What follows belongs to an exercise in optimizing a design on an open flow for small area, a short achievable clock period and few clock cycles; a production flow would make more cautious choices. The RTL was checked by simulation tests, not by an equivalence proof against the original design. Power is estimated from default activity; no workload was simulated.

## flow/design.v (module list and top-level ports; edited modules follow where they fit)
// module top: 793 lines
// module booth_row: 26 lines
module top (
	input		start,
	input		reset,
	input 	clk,
	input			load,
	input	[5:0]	load_addr,
	input	[7:0]	a_data,
	input	[7:0]	b_data,
	input	[5:0]	c_addr,
	output reg		done,
	output	[18:0]	c_data
	);
  // ...
==> flow/flow/run.sh <==
#!/bin/bash
# The standard layout with two changes to how it is made:
#  - Yosys's synth runs without its early ABC pass (-noabc), which otherwise
#    remaps the compressor tree before extract_fa and leaves inverters between
#    the full-adder cells (the flow's later ABC pass still maps the rest);
#  - the port buffers that placement inserts on every input and output are
#    buf_4 cells instead of the delay cells buffer_ports picks by default.
# Everything else, from floorplan to the final DEF, is the standard flow.
set -euo pipefail
bash standard.sh SYNTH_ARGS=-noabc "BUFFER_PORTS_ARGS=-buffer_cell sky130_fd_sc_hd__buf_4" finish > standard_flow.log 2>&1
==> flow/standard.sh <==
#!/bin/bash
# synth_recipe.tcl (not shown) runs the flow's synth.tcl, then flattens the netlist and writes it again
# the make line also repeats each setting of config.mk as NAME=value (left out here)
make -C /OpenROAD-flow-scripts/flow DESIGN_CONFIG=/design/flow/config.mk WORK_HOME=/design/flow/orfs CLKGATE_MAP_FILE= SYNTH_SCRIPT=/design/flow/synth_recipe.tcl "${@:-finish}"
==> flow/config.mk <==
export PLATFORM = sky130hd
export DESIGN_NAME = top
export DESIGN_NICKNAME = top
export VERILOG_FILES = /design/flow/design.v
export SDC_FILE = /design/flow/constraint.sdc
export NUM_CORES = 4
export LEC_CHECK = 0
export ABC_AREA = 1
export CAP_MARGIN = 20
export CORE_MARGIN = 2
export CORE_UTILIZATION = 65
export CTS_CLUSTER_DIAMETER = 90
export CTS_CLUSTER_SIZE = 28
export PLACE_DENSITY = 0.78
export SETUP_SLACK_MARGIN = 1.5
export SLEW_MARGIN = 20
==> flow/constraint.sdc <==
create_clock -name core_clock -period 7.0 [get_ports {clk}]
set_input_delay 1.4000 -clock core_clock [delete_from_list [all_inputs] [get_ports {clk}]]
set_output_delay 1.4000 -clock core_clock [all_outputs]
set_load 0.01 [all_outputs]
==> results.py, run 1 <==
metrics = {
    "clocking": {
        "cts_hold_buf": 0,
        "post-cts-setup-buffers": 17,
        "cts_tree": "done",
        "worst_skew_pair.late_latency_ps": 760,
        "root_buffer": "clkbuf_16",
        "clock-sinks": 2108,
        "cts-htree-levels": 3,
    },
    "cells_and_area": {
        "nonClkBufAreaFrac_pct": 3.795,
        "final_cell_mix": "edfxtp_1 (2048), nand2_1 (2032), nand3_1 (457), nor2_1 (338), buf_4 (316)",
        "nNonClkBuffers": 386,
        "multi_input_area_share_pct": 24.50,
        "register_area_um2": 62700,
        "clockNetworkAreaShare_pct": 2.616,
        "stdcell_count": 8693,
    },
    "synth": {
        "syn_nets": 6989,
        "synth_seq_area_share_pct": 71.64,
        "netlist.area_leader.share_pct": 70.26,
        "synthCells": 6617,
        "yosys_warnings": 4,
        "syn-cell-area_um2": 87530,
    },
    "worst_setup_path": {
        "r2r-end": "q13$_DFF_P_",
        "r2r_setup_slack_ps": 2480,
        "cp.required_ps": 7610,
        "crit_buf_inv": 6,
        "crit_path_end_kind": "register",
        "startpoint_type": "input port",
    },
    "pwr": {
        "clkPwrFrac_pct": 16.6,
        "seq_power_mw": 14.6,
        "switchingPower_mw": 13.08,
        "power.leakage_nw": 36.65,
        "p_per_area_nw_per_um2": 383.3,
    },
    "status": {
        "outcome": "finished clean",
    },
    "timing": {
        "worst_slew_pin_slew_ps": 1201,
        "skew_ps": 49.33,
    },
    "die": {
        "ios": 52,
        "die_width_um": 371.0,
        "design.die.area_um2": 137600,
    },
    "routing": {
        "wl_met3_um": 32300,
    },
    "placed_design": {
        "numPlacedInstances": 8509,
    },
    "global_routing": {
        "grtUsageTotal_pct": 36.37,
    },
}
Testbench counts, summed over its fixed seeds: cycles 3,680.
==> run 2: changes to the inputs <==
--- a/flow/config.mk
+++ b/flow/config.mk
@@ -8,9 +8,9 @@
 export ABC_AREA = 1
 export CAP_MARGIN = 20
 export CORE_MARGIN = 2
-export CORE_UTILIZATION = 65
+export CORE_UTILIZATION = 50
 export CTS_CLUSTER_DIAMETER = 90
 export CTS_CLUSTER_SIZE = 28
-export PLACE_DENSITY = 0.78
+export PLACE_DENSITY = 0.64
 export SETUP_SLACK_MARGIN = 1.5
 export SLEW_MARGIN = 20
==> results.py, run 2 <==
metrics = {
    "synth": {
        "syn-cell-area_um2": 87530,
        "yosys-top-cells-count": "nand2_1 (2078), edfxtp_1 (2048), nand3_1 (467)",
        "synthCells": 6617,
        "synth_area_per_cell_um2": 13.23,
        "yosysUniqueCellTypes": 44,
        "synth-edff-count": 2048,
        "synthTopCellsByArea": "edfxtp_1 (70%), nand2_1 (8.9%), fa_1 (6.5%), nand3_1 (2.7%), nand4_1 (1.9%)",
        "async_flop_share_pct": 0,
        "syn_nets": 6989,
        "synth_seq_area_share_pct": 71.64,
        "netlist.area_leader.share_pct": 70.26,
        "yosys_warnings": 4,
        "synth_most_common_cell": "nand2_1",
        "ys_seq_elements": 2108,
        "synth_top_cell_by_area": "edfxtp_1",
        "synth_ff_type": "edfxtp_1",
    },
    "cells_and_area": {
        "finalNetCount": 7261,
        "mostFrequentLayoutCell": "edfxtp_1",
        "syn_to_final_growth_pct": 10.58,
        "stdcell_count": 9244,
        "register_area_um2": 62700,
        "antenna_cells": 0,
        "fill_cells": 14000,
        "drive_above_1_share_pct": 11.68,
        "final_cell_mix": "edfxtp_1 (2048), nand2_1 (2036), nand3_1 (457), nor2_1 (334), inv_1 (295)",
        "multiInputGateArea_um2": 23440,
    },
    "timing": {
        "worst_slew_pin_slew_ps": 1161,
        "setup_tns_ps": 0,
        "max_slew_margin_pct": 22.62,
        "final-max-slew-violation-count": 0,
        "fmax_ghz": 0.1828,
        "skew_ps": 31.59,
        "min_period_ps": 5472,
        "rsz0062_at_grt": "true",
        "period_share_pct": 78.17,
        "hold_violations": 0,
        "setup_viol": 0,
    },
    "global_routing": {
        "met3_usage_pct": 3.405,
        "use_met2_pct": 44.02,
        "grt_max_degree": 169,
        "grtUsageTotal_pct": 28.29,
        "antenna_found_initial": 5,
        "busiest_layer": "met2",
        "gr-usage-met1_pct": 41.64,
        "grt_pass1_vias": 49640,
        "grt_pass1_wl_um": 358700,
        "grt_overflow": 0,
    },
    "clocking": {
        "worst_skew_pair.late_latency_ps": 760,
        "clock-sinks": 2108,
        "clk_pin_slew_ps": 110,
        "root_buffer": "clkbuf_16",
        "cts_buffer_depth": 3,
        "numCtsBuffers": 92,
        "cts-htree-levels": 3,
        "cts_tree": "done",
    },
    "routing": {
        "drc": 0,
        "first_pass_iters": 6,
        "drt_wl_total_um": 255900,
        "ant_nets": 0,
        "num_vias": 52870,
        "vias_per_cell": 5.720,
        "initialDrtViolationCount": 7356,
        "wl_per_cell_um": 27.68,
    },
    "die": {
        "die_width_um": 422.4,
        "core_um2": 173800,
        "design.die.area_um2": 178400,
        "start_util_pct": 50.35,
        "ios": 52,
        "rows": 153,
        "die_h_um": 422.4,
    },
    "worst_setup_path": {
        "cp_top_family": "adder cells",
        "crit_top_cell": "buf_4",
        "worstSetupPathType": "input port to register",
        "slowest_stage": "fa_2",
        "startpoint_type": "input port",
        "crit_fanout": 14,
        "critPathMaxStageDelay_ps": 640,
        "crit_buf_inv": 7,
        "cp.arrival_ps": 6110,
        "crit_chain": "buf_4 > inv_4 > nand3_4 > clkinv_8 > buf_4 > buf_4 > a21oi_1 > nand4_1 > buf_4 > inv_1 > nand2_1 > o211ai_1 > fa_1 > fa_2 > fa_2 > fa_1 > fa_1",
        "crit_path_end_kind": "register",
        "cp.required_ps": 7640,
    },
    "pwr": {
        "p_per_area_nw_per_um2": 378.3,
        "power.leakage_nw": 36.70,
        "ir_drop_mv": 1.036,
    },
    "placed_design": {
        "numPlacedInstances": 9043,
        "gp_congestion": 0.9980,
        "numPortBuffers": 51,
        "hpwl_um": 174000,
    },
    "status": {
        "outcome": "finished clean",
    },
    "min_path": {
        "hp-class": "register to register",
    },
    "job": {
        "drv_cap": 0,
    },
}
## run 2: cell counts after synthesis
Identical to the previous run, type by type.
## run 2: worst reg2reg max path: cells and delay by family (launching register included)
| kind | cells | cell delay, ps |
|---|---|---|
| AO/OA/AOI/OAI | 1 | 150 |
| adder cells (fa/ha/maj) | 6 | 2700 |
| buffers and inverters | 2 | 220 |
| flip-flops | 1 | 470 |
| AND/OR/NAND/NOR | 6 | 1000 |
## run 2: logic make-up after synthesis
kind of cell,count (synthesis),synth area share [%]
buffers and inverters,521,2.640
AO/OA/AOI/OAI,246,1.544
AND/OR/NAND/NOR,3376,16.61
flip-flops,2108,71.64
adder cells (fa/ha/maj),340,7.313
XOR/XNOR,26,0.2602
## run 2: power breakdown
group	internal (mW)	total, mW	switching, mW
clock network	2.55	6.40	3.85
registers	14.4	14.6	0.157
logic	6.56	15.6	9.05
## run 2: routing by layer
metal / wire length, um / vias up
met2: 117700 / 2481
met5: 13 / -
met1: 106400 / 26550
li1: - / 23480
met3: 21690 / 364
met4: 10110 / 2
## run 2: through the flow
step                utilization (%)  hold WS, ps  power, mW  setup slack [ps]  cell area (um^2)
floorplan                         -        400.3      23.59              1508             87550
global placement              53.10        400.0      29.35             126.5             92300
detailed placement            53.11        404.5      29.79             187.2             92320
CTS                           55.01        407.0      36.12              1500             95620
global route                  55.68        405.9      38.81              1471             96790
finish                        55.68        401.4      36.61              1528             96790
## run 2: layout make-up
class / instances / area share [%]
timing repair buffer: 365 / 3.753
multi-input combinational: 3988 / 24.22
clock buffer: 101 / 2.446
inverter: 333 / 1.418
timing repair inverter: 1 / 0.009049
clock inverter: 23 / 0.3633
tap: 2325 / 3.006
sequential: 2108 / 64.78
## run 2: repair_timing
item                                    CTS  global route
gates cloned                              3             5
buffers inserted                         15            53
pin swaps                                11            45
gates resized for setup                  92           157
endpoints found under the setup margin   40            45
hold buffers                              0             0
## run 2: path summary, 6_finish.rpt
| check | depth (start not counted) | start | to | slack [ps] |
|---|---|---|---|---|
| hold reg to reg | 0 | wa[20][6]$_DFFE_PP_ | xa[20][6]$_DFFE_PP_ | 400 |
| setup reg to reg | 15 | xb[30][5]$_DFFE_PP_ | q21$_DFF_P_ | 2340 |
| hold / removal | 0 | wa[20][6]$_DFFE_PP_ | xa[20][6]$_DFFE_PP_ | 400 |
| setup / recovery | 17 | c_addr[5] | q20$_DFF_P_ | 1530 |

afterwards: timing with drivers on the ports:
How much do the figures lean on ideal ports? The routed layouts below were timed once more, with nothing changed but the port constraints.
Step 1 sets driving cells, clkbuf_16 on the clock port and buf_2 on the other inputs (assumed; they add their load-dependent delay and slew).
Step 2, shift: input delay + t, output delay - t, t = (earliest + latest rising clock arrival at the registers) / 2. This alone moves slack from input paths to output paths.
Slacks: ideal / step 1 / step 2; pairs: ideal / step 1.
run	t, ns	slack for setup (ns)	slew at the worst register clock pin (ns)
run 1	0.816	1.460 / 1.509 / 0.693	0.11 / 0.11
run 2	0.832	1.528 / 1.567 / 0.735	0.11 / 0.11
After both steps every run listed still meets setup and hold. For run 2, which loses most, drivers alone change the setup slack by +0.039 ns; drivers and shift together by -0.793 ns.
